What follows belongs to an exercise in optimizing a design on an open flow for small area, a short achievable clock period and few clock cycles per item; a production flow would make more cautious choices. The RTL was checked by simulation tests, not by an equivalence proof against the original design. The flow treats the clock pin as an ideal source, which a real chip does not have. Power and IR drop assume default switching activity.

--- flow/flow/cts_post.tcl ---
# After CTS: repair the control and select paths toward a tighter target
# than the clock needs, holding the per-bit data-path cells as they are.
source [file join [file dirname [info script]] tune.tcl]
tn_hold_data_path
estimate_parasitics -placement
repair_timing -setup -setup_margin $::env(TUNE_MARGIN) -sequence "sizeup,swap" -verbose
tn_release
detailed_placement
estimate_parasitics -placement
report_wns
--- flow/design.v ---
module switch
#(
    parameter ROUTER_WIDTH = 2,
    parameter AURORA_WIDTH = 256
)(
    input clk,
    input rst_n,
    input [ROUTER_WIDTH - 1:0] src_router,
    input empty_input_port_0,
    input [AURORA_WIDTH - 1:0] data_in_port_0,
    output rd_input_port_0,
    input empty_ack_fifo,
    input [AURORA_WIDTH - 1:0] ack_data,
    output rd_ack_fifo,
    input empty_input_port_1,
    input [AURORA_WIDTH - 1:0] data_in_port_1,
    output rd_input_port_1,
    input empty_input_port_2,
    input [AURORA_WIDTH - 1:0] data_in_port_2,
    output rd_input_port_2,
    output we_output_port_0,
    output [AURORA_WIDTH - 1:0] data_out_port_0,
    output we_output_port_1,
    output [AURORA_WIDTH - 1:0] data_out_port_1,
    output we_output_port_2,
    output [AURORA_WIDTH - 1:0] data_out_port_2
);
wire [AURORA_WIDTH - 1:0] din [0:3];
assign din[0] = data_in_port_0;
assign din[1] = ack_data;
assign din[2] = data_in_port_1;
assign din[3] = data_in_port_2;
wire [3:0] empty = {empty_input_port_2, empty_input_port_1, empty_ack_fifo, empty_input_port_0};
reg [3:0] held;     
reg [3:0] sel_a;    
reg [3:0] sel_b;    
reg [3:0] first;    
reg [3:0] to2;            
reg [3:0] to2_n;
always @(*) begin
    case (src_router)
        2'd0: to2_n = 4'b0110;
        2'd1: to2_n = 4'b1100;
        2'd2: to2_n = 4'b1001;
        default: to2_n = 4'b0011;
    endcase
end
wire [3:0] to1 = {to2[2:0], to2[3]} & ~to2;
wire [3:0] to0 = ~to2 & ~to1;
wire [3:0] dec [0:3];
wire [3:0] is2;
genvar g;
generate
    for (g = 0; g < 4; g = g + 1) begin : g_route
        dst_decode dec_i (.dst(din[g][3:2]), .dec(dec[g]));
        and_or #(.N(4)) is2_i (.t(to2), .s(dec[g]), .y(is2[g]));
    end
endgenerate
wire [15:0] dec_all = {dec[3], dec[2], dec[1], dec[0]};
wire [15:0] t2 = {to2 & {4{sel_a[3]}}, to2 & {4{sel_a[2]}}, to2 & {4{sel_a[1]}}, to2 & {4{sel_a[0]}}};
wire [15:0] t1 = {to1 & {4{sel_b[3]}}, to1 & {4{sel_b[2]}}, to1 & {4{sel_b[1]}}, to1 & {4{sel_b[0]}}};
wire [15:0] t0 = {to0 & {4{sel_b[3]}}, to0 & {4{sel_b[2]}}, to0 & {4{sel_b[1]}}, to0 & {4{sel_b[0]}}};
and_or #(.N(16)) we2_i (.t(t2), .s(dec_all), .y(we_output_port_2));
and_or #(.N(16)) we1_i (.t(t1), .s(dec_all), .y(we_output_port_1));
and_or #(.N(16)) we0_i (.t(t0), .s(dec_all), .y(we_output_port_0));
wire [3:0] rd_tab [0:3];
wire [3:0] rd;
generate
    for (g = 0; g < 4; g = g + 1) begin : g_rd_tab
        assign rd_tab[g] = {4{~held[g]}} | (to2 & {4{sel_a[g]}}) | (~to2 & {4{sel_b[g]}});
    end
endgenerate
generate
    for (g = 0; g < 4; g = g + 1) begin : g_rd
        and_or #(.N(4)) rd_i (.t(rd_tab[g]), .s(dec[g]), .y(rd[g]));
    end
endgenerate
assign rd_input_port_0 = rd[0];
assign rd_ack_fifo     = rd[1];
assign rd_input_port_1 = rd[2];
assign rd_input_port_2 = rd[3];
genvar b;
generate
    for (b = 0; b < AURORA_WIDTH; b = b + 1) begin : g_bit
        mux4_onehot mux_a (.d({din[3][b], din[2][b], din[1][b], din[0][b]}), .s(sel_a), .y(data_out_port_2[b]));
        mux4_onehot mux_b (.d({din[3][b], din[2][b], din[1][b], din[0][b]}), .s(sel_b), .y(data_out_port_0[b]));
    end
endgenerate
assign data_out_port_1 = data_out_port_0;
wire [3:0] ka  = held & ~sel_a & is2;
wire [3:0] kb  = held & ~sel_b & ~is2;
wire [3:0] pop = ~empty & (~held | (is2 & sel_a) | (~is2 & sel_b));
reg [3:0] ahead [0:3];    
integer i, j, c;
always @(*) begin
    for (i = 0; i < 4; i = i + 1)
        for (j = 0; j < 4; j = j + 1) begin
            ahead[i][j] = 1'b0;
            for (c = 0; c < 4; c = c + 1)
                if (((j - c) & 3) < ((i - c) & 3))
                    ahead[i][j] = ahead[i][j] | first[c];
        end
end
reg [3:0] ka_first, kb_first, pop_first, pop_last;
always @(*) begin
    for (i = 0; i < 4; i = i + 1) begin
        ka_first[i]  = ka[i]  & ~|(ka  & ahead[i]);
        kb_first[i]  = kb[i]  & ~|(kb  & ahead[i]);
        pop_first[i] = pop[i] & ~|(pop & ahead[i]);
        pop_last[i]  = pop[i];
        for (j = 0; j < 4; j = j + 1)
            if (j != i) pop_last[i] = pop_last[i] & ~(pop[j] & ahead[j][i]);
    end
end
wire [3:0] next_a = ka_first | ({4{~|ka}} & pop_first);
wire [3:0] next_b = kb_first | ({4{~|kb}} & pop_last);
wire [3:0] held_n = pop | ka | kb;
always @(posedge clk or negedge rst_n) begin
    if (!rst_n) begin
        held  <= 4'd0;
        sel_a <= 4'd0;
        sel_b <= 4'd0;
        first <= 4'b0001;
        to2   <= 4'd0;
    end else begin
        held  <= held_n;
        sel_a <= next_a;
        sel_b <= next_b;
        first <= {first[2:0], first[3]};
        to2   <= to2_n;
    end
end
endmodule
module dst_decode (
    input [1:0] dst,
    output [3:0] dec
);
assign dec = {dst == 2'd3, dst == 2'd2, dst == 2'd1, dst == 2'd0};
endmodule
module and_or #(
    parameter N = 4
) (
    input [N-1:0] t,
    input [N-1:0] s,
    output y
);
assign y = |(t & s);
endmodule
module mux4_onehot (
    input [3:0] d,
    input [3:0] s,
    output y
);
wire n012;
wire n3;
nor_and3 g0 (.d(d[2:0]), .s(s[2:0]), .y(n012));
nand_2 g1 (.a(d[3]), .b(s[3]), .y(n3));
assign y = ~(n012 & n3);
endmodule
module nand_2 (
    input a,
    input b,
    output y
);
assign y = ~(a & b);
endmodule
module nor_and3 (
    input [2:0] d,
    input [2:0] s,
    output y
);
assign y = ~|(d & s);
endmodule
module routing_table
#(
    parameter ROUTER_WIDTH = 2
)(
    input [ROUTER_WIDTH - 1:0] src_router,
    input [ROUTER_WIDTH - 1:0] pkt_dst_router,
    output reg [ROUTER_WIDTH - 1:0] next_router
);
localparam ROUTER0 = 2'b00;
localparam ROUTER1 = 2'b01;
localparam ROUTER2 = 2'b10;
localparam ROUTER3 = 2'b11;
always @(*) begin
    case (src_router)
        ROUTER0: begin
            if (pkt_dst_router == ROUTER1) begin
                next_router = ROUTER1; 
            end
            else if (pkt_dst_router == ROUTER2) begin
                next_router = ROUTER1; 
            end
            else if (pkt_dst_router == ROUTER3) begin
                next_router = ROUTER3; 
            end
            else begin
                next_router = ROUTER0; 
            end
        end
        ROUTER1: begin
            if (pkt_dst_router == ROUTER0) begin
                next_router = ROUTER0; 
            end
            else if (pkt_dst_router == ROUTER2) begin
                next_router = ROUTER2;
            end
            else if (pkt_dst_router == ROUTER3) begin
                next_router = ROUTER2;
            end
            else begin
                next_router = ROUTER1;
            end
        end
        ROUTER2: begin
            if (pkt_dst_router == ROUTER0) begin
                next_router = ROUTER3;
            end
            else if (pkt_dst_router == ROUTER1) begin
                next_router = ROUTER1;
            end
            else if (pkt_dst_router == ROUTER3) begin
                next_router = ROUTER3;
            end
            else begin
                next_router = ROUTER2;
            end
        end
        ROUTER3: begin
            if (pkt_dst_router == ROUTER0) begin
                next_router = ROUTER0;
            end
            else if (pkt_dst_router == ROUTER1) begin
                next_router = ROUTER0;
            end
            else if (pkt_dst_router == ROUTER2) begin
                next_router = ROUTER2;
            end
            else begin
                next_router = ROUTER3;
            end
        end
        default: begin
            next_router = src_router;  
        end
    endcase
end
endmodule
module router_switch
#(
    parameter ROUTER_WIDTH = 2,
    parameter AURORA_WIDTH = 256
)(
    input clk,
    input rst_n,
    input [ROUTER_WIDTH - 1:0] src_router,
    input empty_input_port_0,
    input [AURORA_WIDTH - 1:0] data_in_port_0,
    output rd_input_port_0,
    input empty_ack_fifo,
    input [AURORA_WIDTH - 1:0] ack_data,
    output rd_ack_fifo,
    input empty_input_port_1,
    input [AURORA_WIDTH - 1:0] data_in_port_1,
    output rd_input_port_1,
    input empty_input_port_2,
    input [AURORA_WIDTH - 1:0] data_in_port_2,
    output rd_input_port_2,
    output we_output_port_0,
    output [AURORA_WIDTH - 1:0] data_out_port_0,
    output we_output_port_1,
    output [AURORA_WIDTH - 1:0] data_out_port_1,
    output we_output_port_2,
    output [AURORA_WIDTH - 1:0] data_out_port_2
);
switch #(
    .ROUTER_WIDTH(ROUTER_WIDTH),
    .AURORA_WIDTH(AURORA_WIDTH)
) switch_i (
    .clk(clk),
    .rst_n(rst_n),
    .src_router(src_router),
    .empty_input_port_0(empty_input_port_0),
    .data_in_port_0(data_in_port_0),
    .rd_input_port_0(rd_input_port_0),
    .empty_ack_fifo(empty_ack_fifo),
    .ack_data(ack_data),
    .rd_ack_fifo(rd_ack_fifo),
    .empty_input_port_1(empty_input_port_1),
    .data_in_port_1(data_in_port_1),
    .rd_input_port_1(rd_input_port_1),
    .empty_input_port_2(empty_input_port_2),
    .data_in_port_2(data_in_port_2),
    .rd_input_port_2(rd_input_port_2),
    .we_output_port_0(we_output_port_0),
    .data_out_port_0(data_out_port_0),
    .we_output_port_1(we_output_port_1),
    .data_out_port_1(data_out_port_1),
    .we_output_port_2(we_output_port_2),
    .data_out_port_2(data_out_port_2)
);
endmodule
--- flow/flow/resize_pre.tcl ---
# Before repair_design: rebuild the select registers' fanout trees.
source [file join [file dirname [info script]] seltree.tcl]
foreach inst [[ord::get_db_block] getInsts] {
  if {![regexp {^switch_i\.sel_[ab]\\\[[0-3]\\\]\$_DFF} [$inst getName]]} continue
  foreach it [$inst getITerms] {
    if {[$it isOutputSignal] && [$it getNet] ne "NULL"} {
      st_build [[$it getNet] getName] 64 sky130_fd_sc_hd__buf_8 4 sky130_fd_sc_hd__buf_8
    }
  }
}
--- flow/flow/run.sh ---
#!/bin/bash
# Own layout flow: the standard ORFS flow with
#  - minimum-size port buffers (every port still gets its own buffer),
#  - every pin placed by hand at one track pitch on a small die: the data
#    bits in order around the edge, each bit's pins side by side, and the
#    destination bits with the control pins,
#  - balanced fanout trees for the path-select registers,
#  - after CTS, a timing repair of the control and select paths only.
set -euo pipefail
here=$(pwd)
export BUFFER_PORTS_ARGS="-buffer_cell sky130_fd_sc_hd__buf_1"
export PRE_IO_PLACEMENT_TCL="$here/flow/pins.tcl"
export PP_CORNER=5
export PRE_RESIZE_TCL="$here/flow/resize_pre.tcl"
export POST_CTS_TCL="$here/flow/cts_post.tcl"
export TUNE_MARGIN=1.97
bash standard.sh > "$here/standard.log" 2>&1
--- flow/constraint.sdc ---
create_clock -name core_clock -period 5.0 [get_ports {clk}]
set_input_delay 1.0000 -clock core_clock [delete_from_list [all_inputs] [get_ports {clk}]]
set_output_delay 1.0000 -clock core_clock [all_outputs]
set_load 0.01 [all_outputs]
--- flow/flow/pins.tcl ---
# Place every pin by hand (see pinplace.tcl); place_pins then has none left.
source [file join [file dirname [info script]] pinplace.tcl]
pp_place_all
--- flow/standard.sh ---
#!/bin/bash
# synth_recipe.tcl (not shown) runs the flow's synth.tcl, then flattens the netlist and writes it again
# the make line also repeats each setting of config.mk as NAME=value (left out here)
make -C /OpenROAD-flow-scripts/flow DESIGN_CONFIG=/design/flow/config.mk WORK_HOME=/design/flow/orfs CLKGATE_MAP_FILE= SYNTH_SCRIPT=/design/flow/synth_recipe.tcl "${@:-finish}"
--- flow/config.mk ---
export PLATFORM = sky130hd
export DESIGN_NAME = router_switch
export DESIGN_NICKNAME = router_switch
export VERILOG_FILES = /design/flow/design.v
export SDC_FILE = /design/flow/constraint.sdc
export NUM_CORES = 8
export LEC_CHECK = 0
export CAP_MARGIN = 20
export CORE_AREA = 5 5 315 315
export DIE_AREA = 0 0 320 320
export SLEW_MARGIN = 20
export SYNTH_HIERARCHICAL = 1
--- flow/flow/seltree.tcl ---
# Rebuild the buffer trees of the path-select registers: loads are sorted
# around the die (the data bits sit along its edge) and cut into runs, each
# driven by a buffer at the run's centre; the runs' buffers are grouped again.
proc st_is_buf {inst} {
  set m [[$inst getMaster] getName]
  return [regexp {__(buf|clkbuf)_[0-9]+$} $m]
}
proc st_sinks {net bufs_var} {
  upvar $bufs_var bufs
  set out {}
  foreach it [$net getITerms] {
    if {![$it isInputSignal]} continue
    set inst [$it getInst]
    if {[st_is_buf $inst] && ![string match "input*" [$inst getName]] && ![string match "output*" [$inst getName]]} {
      lappend bufs $inst
      foreach o [$inst getITerms] {
        if {[$o isOutputSignal] && [$o getNet] ne "NULL"} { set out [concat $out [st_sinks [$o getNet] bufs]] }
      }
    } else {
      lappend out $it
    }
  }
  return $out
}
# a load that belongs to a data bit's mux: its gate feeds one gate that
# drives an output port buffer
proc st_out_loads {inst} {
  set r {}
  foreach o [$inst getITerms] {
    if {[$o isOutputSignal] && [$o getNet] ne "NULL"} {
      foreach l [[$o getNet] getITerms] { if {[$l isInputSignal]} { lappend r [$l getInst] } }
    }
  }
  return $r
}
proc st_is_data_load {inst} {
  set l1 [st_out_loads $inst]
  if {[llength $l1] != 1} { return 0 }
  foreach l2 [st_out_loads [lindex $l1 0]] {
    if {[string match "output*" [$l2 getName]]} { return 1 }
  }
  return 0
}
proc st_angle_sort {items cx cy} {
  # items: list of {name x y}
  set k {}
  foreach it $items {
    lassign $it n x y
    lappend k [list [expr {atan2($y - $cy, $x - $cx)}] $it]
  }
  set r {}
  foreach e [lsort -real -index 0 $k] { lappend r [lindex $e 1] }
  return $r
}
proc st_centroid {items} {
  set sx 0; set sy 0
  foreach it $items { set sx [expr {$sx + [lindex $it 1]}]; set sy [expr {$sy + [lindex $it 2]}] }
  set n [llength $items]
  return [list [expr {$sx / $n}] [expr {$sy / $n}]]
}
proc st_build {netname leaf_size leaf_cell mid_size mid_cell {root_cell ""}} {
  set mids {}
  set block [ord::get_db_block]
  set dbu [$block getDbUnitsPerMicron]
  set die [$block getDieArea]
  set cx [expr {([$die xMin] + [$die xMax]) / 2.0 / $dbu}]
  set cy [expr {([$die yMin] + [$die yMax]) / 2.0 / $dbu}]
  set net [$block findNet $netname]
  set bufs {}
  st_sinks $net bufs
  if {[llength $bufs] > 0} {
    set names {}
    foreach b $bufs { lappend names [$b getName] }
    remove_buffers {*}$names
  }
  set net [$block findNet $netname]
  set items {}
  foreach it [$net getITerms] {
    if {![$it isInputSignal]} continue
    set inst [$it getInst]
    if {![st_is_data_load $inst]} continue
    set b [$inst getBBox]
    lappend items [list "[$inst getName]/[[$it getMTerm] getName]" [expr {([$b xMin] + [$b xMax]) / 2.0 / $dbu}] [expr {([$b yMin] + [$b yMax]) / 2.0 / $dbu}]]
  }
  set items [st_angle_sort $items $cx $cy]
  set n [llength $items]
  set nleaf [expr {int(ceil(double($n) / $leaf_size))}]
  set leaves {}
  for {set g 0} {$g < $nleaf} {incr g} {
    set lo [expr {int(round(double($g) * $n / $nleaf))}]
    set hi [expr {int(round(double($g + 1) * $n / $nleaf)) - 1}]
    set chunk [lrange $items $lo $hi]
    set pins {}
    foreach c $chunk { lappend pins [lindex $c 0] }
    lassign [st_centroid $chunk] x y
    set bname "seltree_[regsub -all {[^A-Za-z0-9]} $netname _]_l$g"
    set rb [insert_buffer -buffer_cell $leaf_cell -net [get_nets $netname] -load_pins [get_pins $pins] -location [list $x $y] -buffer_name $bname]
    lappend leaves [list "[get_full_name $rb]/A" $x $y]
  }
  if {$mid_size > 0 && [llength $leaves] >= $mid_size} {
    set leaves [st_angle_sort $leaves $cx $cy]
    set n [llength $leaves]
    set nmid [expr {int(ceil(double($n) / $mid_size))}]
    for {set g 0} {$g < $nmid} {incr g} {
      set lo [expr {int(round(double($g) * $n / $nmid))}]
      set hi [expr {int(round(double($g + 1) * $n / $nmid)) - 1}]
      set chunk [lrange $leaves $lo $hi]
      set pins {}
      foreach c $chunk { lappend pins [lindex $c 0] }
      lassign [st_centroid $chunk] x y
      set bname "seltree_[regsub -all {[^A-Za-z0-9]} $netname _]_m$g"
      set rb [insert_buffer -buffer_cell $mid_cell -net [get_nets $netname] -load_pins [get_pins $pins] -location [list $x $y] -buffer_name $bname]
      lappend mids [list "[get_full_name $rb]/A" $x $y]
    }
    if {$root_cell ne ""} {
      set pins {}
      foreach c $mids { lappend pins [lindex $c 0] }
      lassign [st_centroid $mids] x y
      set bname "seltree_[regsub -all {[^A-Za-z0-9]} $netname _]_r"
      insert_buffer -buffer_cell $root_cell -net [get_nets $netname] -load_pins [get_pins $pins] -location [list $x $y] -buffer_name $bname
    }
  }
}
--- flow/flow/tune.tcl ---
# Timing repair aimed at the control and select paths only: the data-path
# cells (port buffers and the per-bit mux gates) are held as they are, the
# rest is repaired toward a tighter target than the clock needs.
proc tn_driver_inst {net} {
  foreach it [$net getITerms] {
    if {[$it isOutputSignal]} { return [$it getInst] }
  }
  return ""
}
proc tn_hold_data_path {} {
  set block [ord::get_db_block]
  set held 0
  foreach bt [$block getBTerms] {
    set name [$bt getName]
    set net [$bt getNet]
    if {$net eq "NULL"} continue
    if {[regexp {^data_out_port_[0-9]\[([0-9]+)\]$} $name -> bit]} {
      # output buffer, the gate driving it, and that gate's drivers
      set ob [tn_driver_inst $net]
      if {$ob eq ""} continue
      set todo [list $ob]
      set level 0
      set frontier [list $ob]
      while {$level < 2} {
        set next {}
        foreach inst $frontier {
          foreach it [$inst getITerms] {
            if {![$it isInputSignal]} continue
            set n [$it getNet]
            if {$n eq "NULL"} continue
            set d [tn_driver_inst $n]
            if {$d ne "" && [[$d getMaster] isSequential] == 0 && ![string match "seltree*" [$d getName]] && [llength [$n getITerms]] <= 4} {
              lappend next $d
            }
          }
        }
        set todo [concat $todo $next]
        set frontier $next
        incr level
      }
      foreach inst $todo { $inst setDoNotTouch 1; incr held }
    } elseif {[regexp {^(data_in_port_[0-9]|ack_data)\[([0-9]+)\]$} $name -> p bit]} {
      if {$bit == 2 || $bit == 3} continue
      foreach it [$net getITerms] { [$it getInst] setDoNotTouch 1; incr held }
    }
  }
  puts "tune: holding $held data-path instances"
}
proc tn_release {} {
  foreach inst [[ord::get_db_block] getInsts] { if {[$inst isDoNotTouch]} { $inst setDoNotTouch 0 } }
}
--- flow/flow/pinplace.tcl ---
# Place every pin by hand around the die: the data bits in order around the
# edge, each bit's seven pins side by side, and the control pins with the
# destination bits (2 and 3) in the middle of the bottom edge. One routing
# track between pins; the clock pin gets free tracks on both sides.
proc pp_bit_pins {j} {
  set names {}
  foreach p {data_in_port_0 ack_data data_in_port_1 data_in_port_2 data_out_port_2 data_out_port_0 data_out_port_1} {
    lappend names "$p\[$j\]"
  }
  return $names
}
proc pp_place_all {} {
  set block [ord::get_db_block]
  set dbu [$block getDbUnitsPerMicron]
  set die [$block getDieArea]
  set W [expr {double([$die xMax]) / $dbu}]
  set H [expr {double([$die yMax]) / $dbu}]
  set tech [ord::get_db_tech]
  set m2 [$tech findLayer met2]
  set m3 [$tech findLayer met3]
  # track grids
  set g2 [$block findTrackGrid $m2]
  set g3 [$block findTrackGrid $m3]
  set xs {}
  foreach x [$g2 getGridX] { lappend xs [expr {double($x) / $dbu}] }
  set ys {}
  foreach y [$g3 getGridY] { lappend ys [expr {double($y) / $dbu}] }
  set margin $::env(PP_CORNER)
  # slots counterclockwise from the middle of the bottom edge:
  # bottom (left to right from middle), right (bottom to top), top (right
  # to left), left (top to bottom), bottom (left to middle)
  set bot {}
  foreach x $xs { if {$x > $margin && $x < $W - $margin} { lappend bot $x } }
  set side {}
  foreach y $ys { if {$y > $margin && $y < $H - $margin} { lappend side $y } }
  set nb [llength $bot]
  set mid [expr {$nb / 2}]
  set slots {}
  foreach x [lrange $bot $mid end] { lappend slots [list met2 $x 0 B] }
  foreach y $side { lappend slots [list met3 $W $y R] }
  foreach x [lreverse $bot] { lappend slots [list met2 $x $H T] }
  foreach y [lreverse $side] { lappend slots [list met3 0 $y L] }
  foreach x [lrange $bot 0 [expr {$mid - 1}]] { lappend slots [list met2 $x 0 B] }
  set ns [llength $slots]
  # pin order: control group first (centred at the start), then the bits
  set ctl [pp_bit_pins 2]
  foreach p {empty_input_port_0 rd_input_port_0 empty_ack_fifo rd_ack_fifo src_router[0] - clk - rst_n src_router[1]
             we_output_port_0 we_output_port_1 we_output_port_2 empty_input_port_1 rd_input_port_1 empty_input_port_2 rd_input_port_2} {
    lappend ctl $p
  }
  set ctl [concat $ctl [pp_bit_pins 3]]
  set order {}
  for {set j 4} {$j < 256} {incr j} { set order [concat $order [pp_bit_pins $j]] }
  set order [concat $order [pp_bit_pins 0] [pp_bit_pins 1]]
  set n [expr {[llength $ctl] + [llength $order]}]
  if {$n > $ns} { error "pinplace: $n pins, $ns slots" }
  # spread the bit pins evenly over the slots left after the control group
  set nc [llength $ctl]
  set half [expr {$nc / 2}]
  set placed {}
  # control group: slots ns-half .. ns-1 and 0 .. nc-half-1
  for {set k 0} {$k < $nc} {incr k} {
    set s [expr {($ns - $half + $k) % $ns}]
    lappend placed [list [lindex $ctl $k] $s]
  }
  set first [expr {$nc - $half}]
  set last [expr {$ns - $half - 1}]
  set avail [expr {$last - $first + 1}]
  set nbits [llength $order]
  set nbit_groups [expr {$nbits / 7}]
  # each bit group keeps its pins on adjacent slots; groups are spread evenly
  set spare [expr {$avail - $nbits}]
  for {set gi 0} {$gi < $nbit_groups} {incr gi} {
    set base [expr {$first + $gi * 7 + int(double($gi) * $spare / $nbit_groups)}]
    for {set k 0} {$k < 7} {incr k} {
      lappend placed [list [lindex $order [expr {$gi * 7 + $k}]] [expr {$base + $k}]]
    }
  }
  foreach pr $placed {
    lassign $pr name s
    if {$name eq "-"} continue
    lassign [lindex $slots $s] layer x y edge
    if {$layer eq "met2"} { set sz {0.14 0.8} } else { set sz {0.8 0.3} }
    place_pin -pin_name $name -layer $layer -location [list $x $y] -pin_size $sz -force_to_die_boundary
  }
  puts "pinplace: placed [llength $placed] pins on $ns slots"
}
==> results of run 1 <==
==> cells in the final DEF, fill, tap and decap left out, drive strengths merged, types with 2 or more instances in the layout <==
cell / netlist / routed
a21oi: 10 / 10
nor3: 6 / 6
nand2: 1046 / 1046
a221oi: 13 / 13
or3: 2 / 2
a22oi: 16 / 16
buf: 259 / 1844
dfrtp: 19 / 19
ha: 4 / 4
a211o: 9 / 9
or4: 2 / 2
nor2b: 4 / 4
o21a: 2 / 2
nor3b: 4 / 4
a222oi: 512 / 512
nand4: 3 / 3
nand3b: 6 / 6
a2111oi: 2 / 2
o211ai: 3 / 3
nor2: 35 / 35
o31a: 2 / 2
or2: 3 / 3
inv: 11 / 11
o21ai: 5 / 5
a22o: 12 / 12
o31ai: 4 / 4
and2: 39 / 39
a31o: 2 / 2
clkbuf: 10 / 7
and2b: 4 / 4
and3b: 4 / 4
==> logic make-up (layout without fill, tap and decap cells) <==
group	after synthesis	in the layout	share of synthesized area, %
and+or+nand+nor	1162	1162	35.2
DFF	20	20	3.81
AOI/OAI and AO/OA	603	603	45.1
muxes	1	1	0.0761
other	0	1	0
buffers and inverters	280	1862	15.4
adders and majority gates	4	4	0.381
==> modules after synthesis (local to each module, per instance), excerpt <==
module / cell area [um2] / cells
mux4_onehot: 3.75 / 1
nor_and3: 10.0 / 1
dst_decode: 26.3 / 4
nand_2: 3.75 / 1
==> synthesized netlist by cell type (all sizes together) (3+ instances only) <==
master / number / area share, %
a211o: 9 / 0.60
a21oi: 10 / 0.38
a221oi: 13 / 1.5
a222oi: 512 / 39
a22o: 12 / 0.80
a22oi: 16 / 0.91
and2: 39 / 1.9
and2b: 4 / 0.27
and3b: 4 / 0.27
buf: 259 / 15
clkbuf: 10 / 0.29
dfrtp: 19 / 3.6
ha: 4 / 0.38
inv: 11 / 0.31
nand2: 1046 / 30
nand3b: 6 / 0.34
nand4: 3 / 0.14
nor2: 35 / 1.0
nor2b: 4 / 0.19
nor3: 6 / 0.23
nor3b: 4 / 0.44
o211ai: 3 / 0.17
o21ai: 5 / 0.19
o31ai: 4 / 0.23
or2: 3 / 0.14
==> flip-flops by register name, summed over array words and instances (netlist names) <==
name            cells
switch_i.sel_a      4
switch_i.to2        4
switch_i.held       4
switch_i.first      4
switch_i.sel_b      4
==> worst min path at each step <==
stage / from / depth (start not counted) / end / slack [ns]
3_5_place_dp: switch_i.first[0]$_DFF_PN1_ / 0 / switch_i.first[1]$_DFF_PN0_ / 0.50
2_1_floorplan: switch_i.first[0]$_DFF_PN1_ / 0 / switch_i.first[1]$_DFF_PN0_ / 0.41
3_3_place_gp: switch_i.first[0]$_DFF_PN1_ / 0 / switch_i.first[1]$_DFF_PN0_ / 0.50
5_1_grt: switch_i.first[0]$_DFF_PN1_ / 0 / switch_i.first[1]$_DFF_PN0_ / 0.53
6_report: switch_i.first[0]$_DFF_PN1_ / 0 / switch_i.first[1]$_DFF_PN0_ / 0.52
==> power by group <==
| group | internal [mW] | switching [mW] |
|---|---|---|
| combinational | 4.17 | 8.64 |
| clock | 0.122 | 0.0589 |
| sequential | 0.225 | 0.166 |
| total | 4.51 | 8.86 |
==> metrics by stage <==
| step | hold slack (ns) | setup slack, ns |
|---|---|---|
| 5_1_grt | 0.531 | 1.75 |
| 3_5_place_dp | 0.502 | 1.69 |
| 6_report | 0.519 | 1.87 |
| 3_3_place_gp | 0.503 | 1.74 |
| 2_1_floorplan | 0.410 | 0.838 |
==> per-layer routing <==
metal  share of wire [%]  up-vias  global-route usage, %
met1                  33    11600                   15.4
li1                    -    11400                      -
met3                  13      491                   2.82
met4                 7.1        0                   9.13
met5                   0        -                      0
met2                  48     2492                   24.1
==> layout make-up, clock buffers not listed <==
| cell class | instances | area (um2) | area share, % |
|---|---|---|---|
| antenna | 1 | 2.50 | 0.0123 |
| inverter | 11 | 41.3 | 0.203 |
| multi-input combinational | 1770 | 10600 | 52.4 |
| sequential | 20 | 532 | 2.62 |
| tap | 1265 | 1580 | 7.80 |
| timing repair buffer | 1847 | 7410 | 36.5 |
==> flow_metrics.py, run 1 <==
metrics = {
    "logic_synthesis": {
        "synth_edf_count": 0,
        "postSynthAreaPerCell_um2": 6.35,
        "synth.distinct_cells": 54,
        "seq_area_frac_synth_pct": 3.81,
        "synth_seq_cells": 20,
        "yosys_most_used_dff": "dfrtp_1",
        "netlist_area_um2": 13200,
        "syn_inst": 2070,
        "synthArstFlopShare_pct": 100,
        "ys_warn_count": 9,
        "syn-num-nets": 3106,
    },
    "sta": {
        "fin_crit_sh_pct": 62.6,
        "relSlewSlack_pct": 42.7,
        "drv_slew": 0,
        "timing.fmax_mhz": 320,
        "setup_violations": 0,
        "hold_viol_final": 0,
        "worst_pin_slew_ns": 0.853,
        "rsz0062_at_grt": "false",
        "finalSetupTns_ns": 0,
        "skew_ns": 0.00131,
        "fin_crit_ns": 3.13,
    },
    "global_route": {
        "track_usage_pct": 13.9,
        "antenna_found_initial": 1,
        "grt_max_degree": 65,
        "grt_pass1_vias": 24100,
        "grt_pass1_wl_mm": 123,
        "grt_overflow": 0,
    },
    "setup_path": {
        "critPathCaptureType": "output pin",
        "endpoint": "we_output_port_2",
        "cp_slowest_cell": "a221oi_2",
        "worstSetupStartpointType": "primary input",
        "crit_chain": "buf_1 > nor2_1 > a22o_1 > a221oi_2 > nand4_1 > buf_2",
        "reg2reg_slack_ns": 2.50,
        "slowest_delay_ns": 0.23,
        "crit_buf_inv": 2,
        "crit_start": "data_in_port_2[2]",
        "cp.required_ns": 4.00,
        "reg2reg_from": "switch_i.to2[3]$_DFF_PN0_",
        "timing.rr.end": "switch_i.sel_b[2]$_DFF_PN0_",
        "cp_max_fo": 6,
        "crit_family": "compound AO/OA/AOI/OAI gates",
        "criticalPathCategory": "primary input to output pin",
        "cp.arrival_ns": 2.13,
        "rr_worst_depth": 6,
        "critical_path_depth": 6,
    },
    "die": {
        "rows": 113,
        "start_util_pct": 13.8,
        "ios": 0,
        "fp.dieW_um": 320,
        "die_h_um": 320,
        "dieArea_um2": 102000,
        "core_area_um2": 95200,
    },
    "drt": {
        "drt_iter0_markers": 4893,
        "via_per_inst": 5.28,
        "wl_per_cell_um": 17.5,
        "drc": 0,
        "drt_wl_total_mm": 86.0,
        "dr.pass1.iters": 22,
        "postRouteAntennaNets": 0,
        "via_count": 26000,
    },
    "finish": {
        "drive_above_1_share_pct": 2.60,
        "fin_nets": 4689,
        "area_growth_pct": 54.4,
        "final_area_um2": 20300,
        "fillers": 10900,
        "final_cells": 4918,
        "utilization_pct": 21.3,
    },
    "pwr": {
        "powerDensity_nw_per_um2": 659,
        "leakage_nw": 7.46,
        "p_total_mw": 13.4,
        "peakVddDrop_v": 0.000465,
    },
    "run_status": {
        "outcome": "complete, no violations",
    },
    "clock_network": {
        "cts_tree": "yes",
        "insertion_delay_ns": 0.25,
        "clk_pin_slew_ns": 0.05,
        "cts.sink_count": 20,
    },
    "placed_design": {
        "io_buffers": 1806,
        "place_hpwl_mm": 64.6,
        "dpl-instance-area_um2": 20200,
        "dp_cells": 4913,
        "place_congestion": 0.971,
    },
    "flow_run": {
        "max-cap-violations": 0,
    },
    "min_path": {
        "hold_class": "flop to flop",
    },
}
Testbench counts, summed over its fixed seeds: cycles 1,175, items 1,920.
==> inputs of run 2 (changes only) <==
--- a/flow/design.v
+++ b/flow/design.v
@@ -66,13 +66,9 @@
 wire [3:0] rd_tab [0:3];
 wire [3:0] rd;
 generate
-    for (g = 0; g < 4; g = g + 1) begin : g_rd_tab
-        assign rd_tab[g] = {4{~held[g]}} | (to2 & {4{sel_a[g]}}) | (~to2 & {4{sel_b[g]}});
-    end
-endgenerate
-generate
     for (g = 0; g < 4; g = g + 1) begin : g_rd
-        and_or #(.N(4)) rd_i (.t(rd_tab[g]), .s(dec[g]), .y(rd[g]));
+        assign rd_tab[g] = (to2 & {4{sel_a[g]}}) | (~to2 & {4{sel_b[g]}});
+        and_or_or #(.N(4)) rd_i (.t(rd_tab[g]), .s(dec[g]), .e(~held[g]), .y(rd[g]));
     end
 endgenerate
 assign rd_input_port_0 = rd[0];
@@ -171,6 +167,16 @@
 );
 assign y = ~|(d & s);
 endmodule
+module and_or_or #(
+    parameter N = 4
+) (
+    input [N-1:0] t,
+    input [N-1:0] s,
+    input e,
+    output y
+);
+assign y = |(t & s) | e;
+endmodule
 module routing_table
 #(
     parameter ROUTER_WIDTH = 2
==> run 2 against run 1 <==
Compared with the run above: final area barely moved; die area did not move; sequential cell count did not move; fmax barely moved; critical path type is now flop to output pin.
==> flow_metrics.py, run 2 <==
metrics = {
    "run_status": {
        "outcome": "complete, no violations",
    },
    "min_path": {
        "hold_class": "flop to flop",
        "hold_depth": 0,
    },
    "die": {
        "fp.dieW_um": 320,
        "start_util_pct": 13.8,
        "ios": 0,
        "dieArea_um2": 102000,
        "rows": 113,
        "core_area_um2": 95200,
        "die_h_um": 320,
    },
    "setup_path": {
        "cp.required_ns": 4.00,
        "critPathCaptureType": "output pin",
        "cp_max_fo": 16,
        "criticalPathCategory": "flop to output pin",
        "cp.arrival_ns": 2.13,
        "rr_worst_depth": 6,
        "worstSetupStartpointType": "flop",
    },
    "placed_design": {
        "place_congestion": 0.955,
        "io_buffers": 1806,
        "pre_cts_ws_ns": 1.68,
        "dpl-instance-area_um2": 20200,
        "place_hpwl_mm": 65.2,
        "dp_cells": 4916,
    },
    "pwr": {
        "p_total_mw": 13.4,
        "peakVddDrop_v": 0.000452,
        "powerDensity_nw_per_um2": 658,
        "leakage_nw": 7.50,
    },
    "logic_synthesis": {
        "yosysMostFrequentCell": "nand2_1",
        "synth_edf_count": 0,
        "yosys_most_used_dff": "dfrtp_1",
        "seq_area_frac_synth_pct": 3.82,
        "synth_seq_cells": 20,
        "synthArstFlopShare_pct": 100,
        "synth.distinct_cells": 57,
        "synth_area_leaders": "a222oi_1, nand2_1, buf_4",
        "syn_inst": 2072,
        "postSynthAreaPerCell_um2": 6.35,
        "synth_top_cell_by_area": "a222oi_1",
        "syn-num-nets": 3108,
        "netlist_area_um2": 13100,
        "synth_top_area_share_pct": 39.3,
        "synth_commonest_cells": "nand2_1, a222oi_1, buf_4, and2_1, nor2_1",
        "ys_warn_count": 9,
    },
    "finish": {
        "final_area_um2": 20300,
        "final_cells": 4921,
        "utilization_pct": 21.3,
        "area_growth_pct": 54.4,
        "final_common_cell": "buf_1",
        "drive_above_1_share_pct": 2.85,
        "fin_nets": 4692,
        "final_cell_mix": "buf_1, nand2_1, a222oi_1, buf_8, and2_1",
    },
    "clock_network": {
        "clk_pin_slew_ns": 0.06,
        "cts.sink_count": 20,
        "cts_tree": "yes",
        "insertion_delay_ns": 0.25,
    },
    "sta": {
        "setup_violations": 0,
        "drv_slew": 0,
        "hold_viol_final": 0,
        "fin_crit_sh_pct": 62.6,
        "fin_crit_ns": 3.13,
        "skew_ns": 0.00469,
        "holdWs_ns": 0.466,
        "relSlewSlack_pct": 51.9,
        "rsz0062_at_grt": "false",
        "finalSetupTns_ns": 0,
        "timing.fmax_mhz": 319,
        "worst_pin_slew_ns": 0.719,
        "layout_setup_ws_ns": 1.87,
    },
    "global_route": {
        "grt_overflow": 0,
        "antenna_found_initial": 1,
        "track_usage_pct": 13.9,
        "grt_pass1_vias": 24000,
        "grt_pass1_wl_mm": 123,
        "grt_max_degree": 65,
    },
    "drt": {
        "via_per_inst": 5.29,
        "wl_per_cell_um": 17.6,
        "dr.pass1.iters": 22,
        "via_count": 26000,
        "drt_iter0_markers": 4680,
        "drc": 0,
        "postRouteAntennaNets": 0,
        "drt_wl_total_mm": 86.6,
    },
    "flow_run": {
        "max-cap-violations": 0,
    },
}
==> run 2: changes by cell type in the layout (fill, tap and decap cells not counted), moves of 4 or more <==
cell	delta
a222oi_1	+4
nand3b_1	-5
a21o_1	+7
a211o_1	-8
and2_2	+4
buf_1	-5
a21oi_1	+5
a22oi_1	-7
and2_1	-4
nand2b_1	+6
nor2_1	-7
==> run 2: critical path, stage by stage, from the launching register on <==
cell,delay (ns)
dfrtp_1,0.74
nor2b_1,0.16
and2_1,0.23
a22o_1,0.24
a221oi_2,0.17
nand4_1,0.15
buf_2,0.18
==> run 2: metal layers <==
metal / track usage, % / share of wire [%] / up-vias
li1: - / - / 11400
met2: 24.0 / 47 / 2446
met5: 0 / 0 / -
met4: 9.12 / 6.9 / 0
met1: 15.5 / 33 / 11700
met3: 3.03 / 12 / 452
==> run 2: cell families after synthesis <==
group | count (synthesis) | synth area share (%)
and+or+nand+nor | 1160 | 35.2
DFF | 20 | 3.82
AOI/OAI and AO/OA | 601 | 44.8
buffers and inverters | 283 | 15.5
muxes | 4 | 0.333
adders and majority gates | 4 | 0.381
==> run 2: Yosys stat by module, one instance, submodules excluded, a selection <==
module | cells inside | flip-flops and latches
dst_decode | 4 | 0
nor_and3 | 1 | 0
mux4_onehot | 1 | 0
nand_2 | 1 | 0
==> run 2: layout make-up, clock buffers not listed <==
| type | instances | area, um2 |
|---|---|---|
| sequential | 20 | 532 |
| fill | 10800 | 74900 |
| antenna | 1 | 2.50 |
| timing repair buffer | 1847 | 7420 |
| inverter | 15 | 56.3 |
| multi-input combinational | 1769 | 10600 |
| tap | 1265 | 1580 |
==> run 2: power by group <==
group          internal [mW]  switching (mW)
registers              0.225           0.152
clock network          0.109          0.0574
logic                   4.16            8.66
total                   4.49            8.87
==> run 2: worst paths after layout <==
path | slack [ns] | to | startpoint
worst max-delay path | 1.87 | we_output_port_1 | switch_i.to2[3]$_DFF_PN0_
worst min-delay path | 0.47 | switch_i.first[1]$_DFF_PN0_ | switch_i.first[0]$_DFF_PN1_
worst max register to register | 2.42 | switch_i.sel_b[1]$_DFF_PN0_ | switch_i.to2[3]$_DFF_PN0_
worst min register to register | 0.47 | switch_i.first[1]$_DFF_PN0_ | switch_i.first[0]$_DFF_PN1_
max in group asynchronous | 4.02 | switch_i.first[0]$_DFF_PN1_ | rst_n
min in group asynchronous | 0.70 | switch_i.held[0]$_DFF_PN0_ | rst_n
Testbench counts of run 2, summed over its fixed seeds: cycles 1,175, items 1,920.
==> inputs of run 3 (changes only) <==
--- a/flow/flow/run.sh
+++ b/flow/flow/run.sh
@@ -13,5 +13,5 @@
 export PP_CORNER=5
 export PRE_RESIZE_TCL="$here/flow/resize_pre.tcl"
 export POST_CTS_TCL="$here/flow/cts_post.tcl"
-export TUNE_MARGIN=1.97
+export TUNE_MARGIN=2.15
 bash standard.sh > "$here/standard.log" 2>&1
--- a/flow/config.mk
+++ b/flow/config.mk
@@ -6,6 +6,8 @@
 export NUM_CORES = 8
 export LEC_CHECK = 0
 export CAP_MARGIN = 20
+export CELL_PAD_IN_SITES_DETAIL_PLACEMENT = 1
+export CELL_PAD_IN_SITES_GLOBAL_PLACEMENT = 1
 export CORE_AREA = 5 5 315 315
 export DIE_AREA = 0 0 320 320
 export SLEW_MARGIN = 20
==> run 3 against run 2 <==
Compared with the run above: core utilization is 0.36 points higher; largest cell class unchanged; critical path type is now primary input to output pin; combinational power rose by 6%; synthesized cell count is the same; routed wire length up 31%; first-iteration DRC count decreased by 14%; power grew 6.3%.
==> flow_metrics.py, run 3 <==
metrics = {
    "setup_path": {
        "cp.required_ns": 4.00,
        "rr_worst_depth": 6,
        "critPathCaptureType": "output pin",
        "cp_max_fo": 6,
        "worstSetupStartpointType": "primary input",
        "cp.arrival_ns": 2.12,
        "reg2reg_slack_ns": 2.59,
        "criticalPathCategory": "primary input to output pin",
    },
    "global_route": {
        "antenna_found_initial": 29,
        "grt_overflow": 0,
        "track_usage_pct": 19.0,
        "grt_max_degree": 65,
        "grt_pass1_vias": 26000,
        "grt_pass1_wl_mm": 159,
    },
    "logic_synthesis": {
        "synth_top_cell_by_area": "a222oi_1",
        "netlist_area_um2": 13100,
        "synth.distinct_cells": 57,
        "synth_commonest_cells": "nand2_1, a222oi_1, buf_4, and2_1, nor2_1",
        "synth_seq_cells": 20,
        "synth_edf_count": 0,
        "syn_inst": 2072,
        "synth_area_leaders": "a222oi_1, nand2_1, buf_4",
        "synthArstFlopShare_pct": 100,
        "ys_warn_count": 9,
        "synth_top_area_share_pct": 39.3,
        "yosys_most_used_dff": "dfrtp_1",
        "postSynthAreaPerCell_um2": 6.35,
        "yosysMostFrequentCell": "nand2_1",
        "syn-num-nets": 3108,
        "seq_area_frac_synth_pct": 3.82,
    },
    "finish": {
        "fillers": 12700,
        "final_common_cell": "buf_1",
        "final_cells": 4958,
        "area_growth_pct": 57.0,
        "fin_nets": 4692,
        "final_area_um2": 20600,
        "drive_above_1_share_pct": 3.09,
        "final_cell_mix": "buf_1, nand2_1, a222oi_1, and2_1, nor2_1",
        "multiInputGateArea_um2": 10600,
        "seq_area_um2": 534,
    },
    "pwr": {
        "swShare_pct": 67.0,
        "combPwrFrac_pct": 95.8,
        "p_switching_mw": 9.52,
        "clkPwrFrac_pct": 1.6,
        "leakage_nw": 7.58,
        "seqPwrFrac_pct": 2.7,
        "powerDensity_nw_per_um2": 688,
        "peakVddDrop_v": 0.000342,
        "p_total_mw": 14.2,
        "p_int_mw": 4.69,
    },
    "sta": {
        "finalSetupTns_ns": 0,
        "setup_violations": 0,
        "relSlewSlack_pct": 48.9,
        "hold_viol_final": 0,
        "drv_slew": 0,
        "rsz0062_at_grt": "false",
        "timing.fmax_mhz": 321,
        "holdWs_ns": 0.485,
        "skew_ns": 0.00133,
        "worst_pin_slew_ns": 0.764,
        "fin_crit_ns": 3.12,
        "fin_crit_sh_pct": 62.4,
    },
    "placed_design": {
        "dp_cells": 4916,
        "place_hpwl_mm": 87.7,
        "place_congestion": 0.955,
        "io_buffers": 1806,
        "dpl-instance-area_um2": 20200,
    },
    "die": {
        "fp.dieW_um": 320,
        "die_h_um": 320,
        "start_util_pct": 13.8,
        "ios": 0,
        "dieArea_um2": 102000,
        "core_area_um2": 95200,
        "rows": 113,
    },
    "run_status": {
        "outcome": "complete, no violations",
    },
    "clock_network": {
        "clk_pin_slew_ns": 0.06,
        "cts_tree": "yes",
        "insertion_delay_ns": 0.25,
        "cts.sink_count": 20,
    },
    "drt": {
        "wl_per_cell_um": 22.8,
        "dr.pass1.iters": 15,
        "drt_iter0_markers": 4041,
        "drt_wl_total_mm": 113,
        "drc": 0,
        "via_per_inst": 5.31,
        "postRouteAntennaNets": 0,
        "via_count": 26400,
    },
    "min_path": {
        "hold_class": "flop to flop",
        "hold_depth": 0,
    },
    "flow_run": {
        "max-cap-violations": 0,
    },
}
[run 3: cell types whose count changed in the layout (fill, tap and decap cells not counted), sizes merged]
cell / before / now
bufinv: 0 / 1
buf: 1842 / 1846
clkbuf: 9 / 4
diode: 1 / 38
[run 3: per-module statistics from Yosys, one instance, submodules excluded, a selection]
module | cells | copies in the design
nor_and3 | 1 | 512
mux4_onehot | 1 | 512
dst_decode | 4 | 4
nand_2 | 1 | 512
[run 3: layout make-up, clock buffers not listed]
| cell class | count | area share, % |
|---|---|---|
| Multi-Input combinational cell | 1769 | 51.5 |
| Tap cell | 1265 | 7.67 |
| Inverter | 15 | 0.273 |
| Clock inverter | 1 | 0.145 |
| Antenna cell | 38 | 0.461 |
| Timing Repair Buffer | 1847 | 37.0 |
| Sequential cell | 20 | 2.59 |
[run 3: kinds of logic (layout without fill, tap and decap cells)]
family / count (synthesis) / in the layout / synth area share [%]
simple gates: 1160 / 1160 / 35.2
flops: 20 / 20 / 3.82
compound gates: 601 / 601 / 44.8
fa+ha+maj: 4 / 4 / 0.381
mux: 4 / 4 / 0.333
buf+inv: 283 / 1866 / 15.5
other cells: 0 / 38 / 0
[run 3: metal layers]
layer  share of wire (%)  global-route usage [%]
met1                  34                    20.2
met2                  49                    33.5
met3                 9.9                    4.77
met4                 7.0                    12.5
met5                   0                       0
[run 3: power by group through the flow]
| stage | registers [mW] | logic (mW) | clock network [mW] |
|---|---|---|---|
| 3_3_place_gp | 0.839 | 12.6 | 0 |
| 3_5_place_dp | 0.382 | 13.2 | 0 |
| 6_report | 0.378 | 13.6 | 0.223 |
| 5_1_grt | 0.390 | 14.5 | 0.233 |
| 2_1_floorplan | 1.62 | 7.77 | 0 |
[run 3: worst paths after layout]
check | startpoint | to
worst min-delay path | switch_i.first[0]$_DFF_PN1_ | switch_i.first[1]$_DFF_PN0_
worst max register to register | switch_i.to2[1]$_DFF_PN0_ | switch_i.sel_b[1]$_DFF_PN0_
min in group asynchronous | rst_n | switch_i.to2[2]$_DFF_PN0_
worst max-delay path | ack_data[2] | we_output_port_2
worst min register to register | switch_i.first[0]$_DFF_PN1_ | switch_i.first[1]$_DFF_PN0_
max in group asynchronous | rst_n | switch_i.first[0]$_DFF_PN1_
[run 3: stage by stage]
stage                     setup slack, ns  utilization (%)
after floorplan                     0.858                -
after global placement               1.71             21.1
after detailed placement             1.69             21.2
after global routing                 1.83             21.7
final                                1.88             21.7
[run 3: worst max-delay path: stages]
cell	delay, ns
buf_6	0.11
and2_4	0.17
a22o_1	0.25
a221oi_2	0.20
nand4_1	0.19
buf_2	0.19
==> inputs of run 4 (changes only) <==
--- a/flow/flow/pinplace.tcl
+++ b/flow/flow/pinplace.tcl
@@ -1,7 +1,7 @@
 # Place every pin by hand around the die: the data bits in order around the
 # edge, each bit's seven pins side by side, and the control pins with the
-# destination bits (2 and 3) in the middle of the bottom edge. One routing
-# track between pins; the clock pin gets free tracks on both sides.
+# destination bits (2 and 3) in the middle of the bottom edge. Pins sit on
+# adjacent routing tracks; the clock pin gets a free track on both sides.
 proc pp_bit_pins {j} {
   set names {}
   foreach p {data_in_port_0 ack_data data_in_port_1 data_in_port_2 data_out_port_2 data_out_port_0 data_out_port_1} {
==> run 4 against run 3 <==
Compared with the run above: final area stayed put; die area did not move; clock power about the same; power unchanged; highest routed layer unchanged.
==> flow_metrics.py, run 4 <==
metrics = {
    "finish": {
        "drive_above_1_share_pct": 3.09,
        "final_cell_mix": "buf_1, nand2_1, a222oi_1, and2_1, nor2_1",
        "fin_nets": 4692,
        "fillers": 12700,
        "final_common_cell": "buf_1",
        "area_growth_pct": 57.0,
    },
    "sta": {
        "hold_viol_final": 0,
        "finalSetupTns_ns": 0,
        "timing.fmax_mhz": 321,
        "drv_slew": 0,
        "rsz0062_at_grt": "false",
        "worst_pin_slew_ns": 0.764,
        "relSlewSlack_pct": 48.9,
        "layout_setup_ws_ns": 1.88,
        "fin_crit_ns": 3.12,
        "fin_crit_sh_pct": 62.4,
        "setup_violations": 0,
        "skew_ns": 0.00133,
    },
    "logic_synthesis": {
        "seq_area_frac_synth_pct": 3.82,
        "synth_edf_count": 0,
        "ys_warn_count": 9,
        "yosysMostFrequentCell": "nand2_1",
        "synthArstFlopShare_pct": 100,
        "synth_top_cell_by_area": "a222oi_1",
        "syn-num-nets": 3108,
        "syn_inst": 2072,
        "synth_seq_cells": 20,
        "synth_area_leaders": "a222oi_1, nand2_1, buf_4",
        "yosys_most_used_dff": "dfrtp_1",
        "synth.distinct_cells": 57,
        "postSynthAreaPerCell_um2": 6.35,
        "netlist_area_um2": 13100,
        "synth_commonest_cells": "nand2_1, a222oi_1, buf_4, and2_1, nor2_1",
        "synth_top_area_share_pct": 39.3,
    },
    "pwr": {
        "powerDensity_nw_per_um2": 688,
        "p_total_mw": 14.2,
        "peakVddDrop_v": 0.000342,
        "leakage_nw": 7.58,
    },
    "die": {
        "start_util_pct": 13.8,
        "fp.dieW_um": 320,
        "ios": 0,
        "core_area_um2": 95200,
        "rows": 113,
        "die_h_um": 320,
        "dieArea_um2": 102000,
    },
    "drt": {
        "dr.pass1.iters": 15,
        "drt_iter0_markers": 4041,
        "drt_wl_total_mm": 113,
        "drc": 0,
        "wl_per_cell_um": 22.8,
        "via_per_inst": 5.31,
        "via_count": 26400,
        "postRouteAntennaNets": 0,
    },
    "global_route": {
        "grt_max_degree": 65,
        "antenna_found_initial": 29,
        "grt_overflow": 0,
        "track_usage_pct": 19.0,
        "grt_pass1_wl_mm": 159,
        "grt_pass1_vias": 26000,
    },
    "setup_path": {
        "reg2reg_slack_ns": 2.59,
        "cp.arrival_ns": 2.12,
        "critPathCaptureType": "output pin",
        "criticalPathCategory": "primary input to output pin",
        "reg2reg_from": "switch_i.to2[1]$_DFF_PN0_",
        "worstSetupStartpointType": "primary input",
        "cp.required_ns": 4.00,
        "timing.rr.end": "switch_i.sel_b[1]$_DFF_PN0_",
        "rr_worst_depth": 6,
        "cp_max_fo": 6,
    },
    "min_path": {
        "hold_depth": 0,
        "hold_class": "flop to flop",
        "worstHoldStart": "switch_i.first[0]$_DFF_PN1_",
        "hold-path-endpoint": "switch_i.first[1]$_DFF_PN0_",
    },
    "clock_network": {
        "insertion_delay_ns": 0.25,
        "cts_tree": "yes",
        "clk_pin_slew_ns": 0.06,
        "cts.sink_count": 20,
    },
    "run_status": {
        "outcome": "complete, no violations",
    },
    "placed_design": {
        "pre_cts_ws_ns": 1.69,
        "place_congestion": 0.955,
        "io_buffers": 1806,
        "place_hpwl_mm": 87.7,
    },
    "flow_run": {
        "max-cap-violations": 0,
    },
}
## run 4: cell counts in the layout (fill, tap and decap cells not counted)
No cell type changed its count.
## run 4: worst max-delay path by stage
stage	from	endpoint	slack [ns]	cells past startpoint
final	ack_data[2]	we_output_port_2	1.88	6
after global routing	switch_i.to2[1]$_DFF_PN0_	we_output_port_1	1.83	7
after detailed placement	data_in_port_1[2]	switch_i.sel_b[1]$_DFF_PN0_	1.69	8
after global placement	data_in_port_2[2]	switch_i.sel_b[3]$_DFF_PN0_	1.71	8
after floorplan	switch_i.sel_b[3]$_DFF_PN0_	we_output_port_0	0.86	5
## run 4: Yosys stat by module, one instance, submodules excluded, excerpt
module | cell area [um2] | copies in the design | cells inside
mux4_onehot | 3.75 | 512 | 1
dst_decode | 26.3 | 4 | 4
nand_2 | 3.75 | 512 | 1
nor_and3 | 10.0 | 512 | 1
## run 4: power by group
part           total, mW  internal (mW)  switching [mW]
clock              0.223          0.159          0.0640
sequential         0.378          0.225           0.152
combinational       13.6           4.31            9.30
total               14.2           4.69            9.52
## run 4: layer usage
| layer | vias up | routed length, um | GRT usage, % |
|---|---|---|---|
| met4 | 0 | 7940 | 12.5 |
| met3 | 438 | 11200 | 4.77 |
| met1 | 12600 | 38400 | 20.2 |
| met5 | - | 0 | 0 |
| met2 | 1865 | 55700 | 33.5 |
| li1 | 11500 | - | - |
## run 4: layout make-up, clock buffers not listed
cell class              instances  area (um2)  area share [%]
well taps                    1265        1580            7.67
repair buffers               1847        7630            37.0
clock inverters                 1        30.0           0.145
multi-input cells            1769       10600            51.5
diodes                         38        95.1           0.461
flip-flops and latches         20         534            2.59
inverters                      15        56.3           0.273
## run 4: cell families (layout without fill, tap and decap cells)
kind of cell | Yosys count | count (layout) | synth area share (%)
simple gates | 1160 | 1160 | 35.2
compound gates | 601 | 601 | 44.8
buf+inv | 283 | 1866 | 15.5
flops | 20 | 20 | 3.82
fa+ha+maj | 4 | 4 | 0.381
mux | 4 | 4 | 0.333
other cells | 0 | 38 | 0
## run 4: per-stage QoR
stage | instance area, um2 | cells | hold WS, ns | util, %
2_1_floorplan | 13200 | 2072 | 0.352 | -
6_report | 20600 | 4958 | 0.485 | 21.7
3_3_place_gp | 20100 | 4915 | 0.482 | 21.1
3_5_place_dp | 20200 | 4916 | 0.476 | 21.2
5_1_grt | 20600 | 4945 | 0.494 | 21.7
## run 4: worst max-delay path: stages
cell and delay [ns]:
buf_6 0.11, and2_4 0.17, a22o_1 0.25, a221oi_2 0.20, nand4_1 0.19, buf_2 0.19
==> inputs of run 5 (changes only) <==
--- a/flow/config.mk
+++ b/flow/config.mk
@@ -8,7 +8,7 @@
 export CAP_MARGIN = 20
 export CELL_PAD_IN_SITES_DETAIL_PLACEMENT = 1
 export CELL_PAD_IN_SITES_GLOBAL_PLACEMENT = 1
-export CORE_AREA = 5 5 315 315
-export DIE_AREA = 0 0 320 320
+export CORE_AREA = 5 5 291 291
+export DIE_AREA = 0 0 296 296
 export SLEW_MARGIN = 20
 export SYNTH_HIERARCHICAL = 1
==> run 5 against run 4 <==
Compared with the run above: still clean; area after synthesis stayed put; critical path depth decreased by 1; final cell count is 3.5% lower; hold slack better by 0.0022 ns; combinational power about the same; critical path type is now flop to output pin.
==> flow_metrics.py, run 5 <==
metrics = {
    "pwr": {
        "clkPwrFrac_pct": 1.6,
        "seqPwrFrac_pct": 2.6,
        "p_total_mw": 14.4,
        "combPwrFrac_pct": 95.8,
        "powerDensity_nw_per_um2": 703,
        "leakage_nw": 7.59,
        "p_int_mw": 4.69,
        "swShare_pct": 67.4,
        "peakVddDrop_v": 0.000412,
        "p_switching_mw": 9.71,
    },
    "die": {
        "die_h_um": 296,
        "ios": 0,
        "rows": 104,
        "fp.dieW_um": 296,
        "dieArea_um2": 87600,
        "core_area_um2": 80800,
        "start_util_pct": 16.3,
    },
    "global_route": {
        "grt_pass1_wl_mm": 162,
        "grt_overflow": 0,
        "track_usage_pct": 23.2,
        "grt_pass1_vias": 26100,
        "antenna_found_initial": 53,
        "grt_max_degree": 65,
    },
    "clock_network": {
        "cts_tree": "yes",
        "clk_pin_slew_ns": 0.06,
        "cts.sink_count": 20,
        "insertion_delay_ns": 0.26,
    },
    "logic_synthesis": {
        "yosysMostFrequentCell": "nand2_1",
        "seq_area_frac_synth_pct": 3.82,
        "postSynthAreaPerCell_um2": 6.35,
        "synth_commonest_cells": "nand2_1, a222oi_1, buf_4, and2_1, nor2_1",
        "synth_top_area_share_pct": 39.3,
        "syn_inst": 2072,
        "ys_warn_count": 9,
        "netlist_area_um2": 13100,
        "yosys_most_used_dff": "dfrtp_1",
        "synthArstFlopShare_pct": 100,
        "synth_area_leaders": "a222oi_1, nand2_1, buf_4",
        "synth_top_cell_by_area": "a222oi_1",
        "synth_seq_cells": 20,
        "synth.distinct_cells": 57,
        "syn-num-nets": 3108,
        "synth_edf_count": 0,
    },
    "setup_path": {
        "slowest_delay_ns": 0.58,
        "cp_slowest_cell": "dfrtp_4",
        "cp.required_ns": 4.00,
        "critPathCaptureType": "output pin",
        "crit_buf_inv": 3,
        "cpMostUsedCell": "buf_12",
        "crit_chain": "buf_12 > buf_12 > a222oi_1 > nand2_1 > buf_1",
        "cp.arrival_ns": 2.13,
        "criticalPathCategory": "flop to output pin",
        "worstSetupStartpointType": "flop",
        "crit_family": "buffers and inverters",
        "cp_max_fo": 64,
    },
    "finish": {
        "final_cell_mix": "buf_1, nand2_1, a222oi_1, and2_1, nor2_1",
        "fin_nets": 4692,
        "area_growth_pct": 55.8,
        "drive_above_1_share_pct": 3.20,
        "utilization_pct": 25.3,
        "final_common_cell": "buf_1",
    },
    "sta": {
        "fin_crit_ns": 3.13,
        "skew_ns": 0.00240,
        "worst_pin_slew_ns": 0.749,
        "layout_setup_ws_ns": 1.87,
        "hold_viol_final": 0,
        "relSlewSlack_pct": 49.9,
        "timing.fmax_mhz": 320,
        "finalSetupTns_ns": 0,
        "drv_slew": 0,
        "fin_crit_sh_pct": 62.6,
        "setup_violations": 0,
        "rsz0062_at_grt": "false",
    },
    "drt": {
        "via_per_inst": 5.61,
        "postRouteAntennaNets": 0,
        "via_count": 26900,
        "wl_per_cell_um": 24.9,
        "drt_iter0_markers": 4024,
        "drc": 0,
        "drt_wl_total_mm": 119,
        "dr.pass1.iters": 19,
    },
    "placed_design": {
        "place_congestion": 0.976,
        "pre_cts_ws_ns": 1.62,
        "io_buffers": 1806,
        "place_hpwl_mm": 92.4,
    },
    "run_status": {
        "outcome": "complete, no violations",
    },
    "flow_run": {
        "max-cap-violations": 0,
    },
    "min_path": {
        "hold_class": "flop to flop",
    },
}
run 5: cell counts after synthesis:
Identical to the previous run, type by type.
run 5: cell families after synthesis:
family,Yosys count,share of synthesized area (%)
buffers and inverters,283,15.5
AND/OR/NAND/NOR,1160,35.2
flip-flops,20,3.82
adder cells (fa/ha/maj),4,0.381
AO/OA/AOI/OAI,601,44.8
multiplexers,4,0.333
run 5: stage by stage:
step / instance area [um2] / cells / hold WS (ns)
finish: 20500 / 4785 / 0.487
global route: 20400 / 4760 / 0.497
detailed placement: 19900 / 4711 / 0.480
global placement: 19800 / 4699 / 0.484
floorplan: 13200 / 2072 / 0.352
run 5: power by group through the flow:
stage,combinational (mW),sequential [mW],clock (mW)
after global routing,14.6,0.383,0.237
after floorplan,7.77,1.62,0
after global placement,12.7,0.854,0
after detailed placement,13.3,0.373,0
final,13.8,0.379,0.227
run 5: layout make-up, clock buffers not listed:
type	instances	area [um2]
fillers	11000	60300
multi-input cells	1769	10700
repair buffers	1847	7630
well taps	1060	1330
flip-flops and latches	20	536
diodes	70	175
inverters	15	56.3
clock inverters	1	30.0
run 5: metal layers:
layer	routed length [um]	track usage, %	share of wire (%)	vias to the layer above
met5	66	0	0.055	-
met4	10200	19.1	8.6	10
met3	13300	6.88	11	532
met2	56700	38.3	48	2053
met1	39000	24.4	33	12800
li1	-	-	-	11500
run 5: worst paths after layout:
check | endpoint | slack, ns | depth (start not counted) | from
max | data_out_port_0[33] | 1.87 | 5 | switch_i.sel_b[0]$_DFF_PN0_
min | switch_i.first[1]$_DFF_PN0_ | 0.49 | 0 | switch_i.first[0]$_DFF_PN1_
max reg2reg | switch_i.sel_b[1]$_DFF_PN0_ | 2.50 | 6 | switch_i.to2[0]$_DFF_PN0_
min reg2reg | switch_i.first[1]$_DFF_PN0_ | 0.49 | 0 | switch_i.first[0]$_DFF_PN1_
max in group asynchronous | switch_i.first[0]$_DFF_PN1_ | 4.01 | 2 | rst_n
min in group asynchronous | switch_i.to2[2]$_DFF_PN0_ | 0.70 | 2 | rst_n
run 5: per-module statistics from Yosys (local to each module, per instance), excerpt:
module       cells inside  copies in the design  flip-flops and latches  area, um2
nand_2                  1                   512                       0       3.75
mux4_onehot             1                   512                       0       3.75
nor_and3                1                   512                       0       10.0
dst_decode              4                     4                       0       26.3

## port drivers added, routing unchanged
The results above use ideal ports. As a check the final layouts listed here were re-extracted and re-timed, cells and wires unchanged. Step 1 (the two cells are an assumption about what drives the block):
set clk [get_ports {clk}]
set_driving_cell -lib_cell sky130_fd_sc_hd__clkbuf_16 $clk
set_driving_cell -lib_cell sky130_fd_sc_hd__buf_2 [delete_from_list [all_inputs] $clk]
Step 2 moves the port delays by t, midway between the first and last clock arrival at a register: inputs arrive t later, outputs are due t later. That takes back most of the time a late clock gives input paths. Slacks: no drivers / after step 1 / after step 2; pairs: no drivers / after step 1.
run | t, ns | setup slack, ns | worst setup path at the end | worst slew at a driven data input, ns | cell pins on the clock port's net
run 1 | 0.287 | 1.871 / 1.833 / 1.646 | input to register | 0.08 | 1
run 2 | 0.293 | 1.868 / 1.826 / 1.643 | input to register | 0.10 | 1
run 3 | 0.295 | 1.880 / 1.803 / 1.668 | input to register | 0.15 | 1
run 4 | 0.295 | 1.880 / 1.803 / 1.668 | input to register | 0.15 | 1
run 5 | 0.302 | 1.871 / 1.829 / 1.695 | input to register | 0.18 | 1
After both steps setup and hold are still met in every run listed.
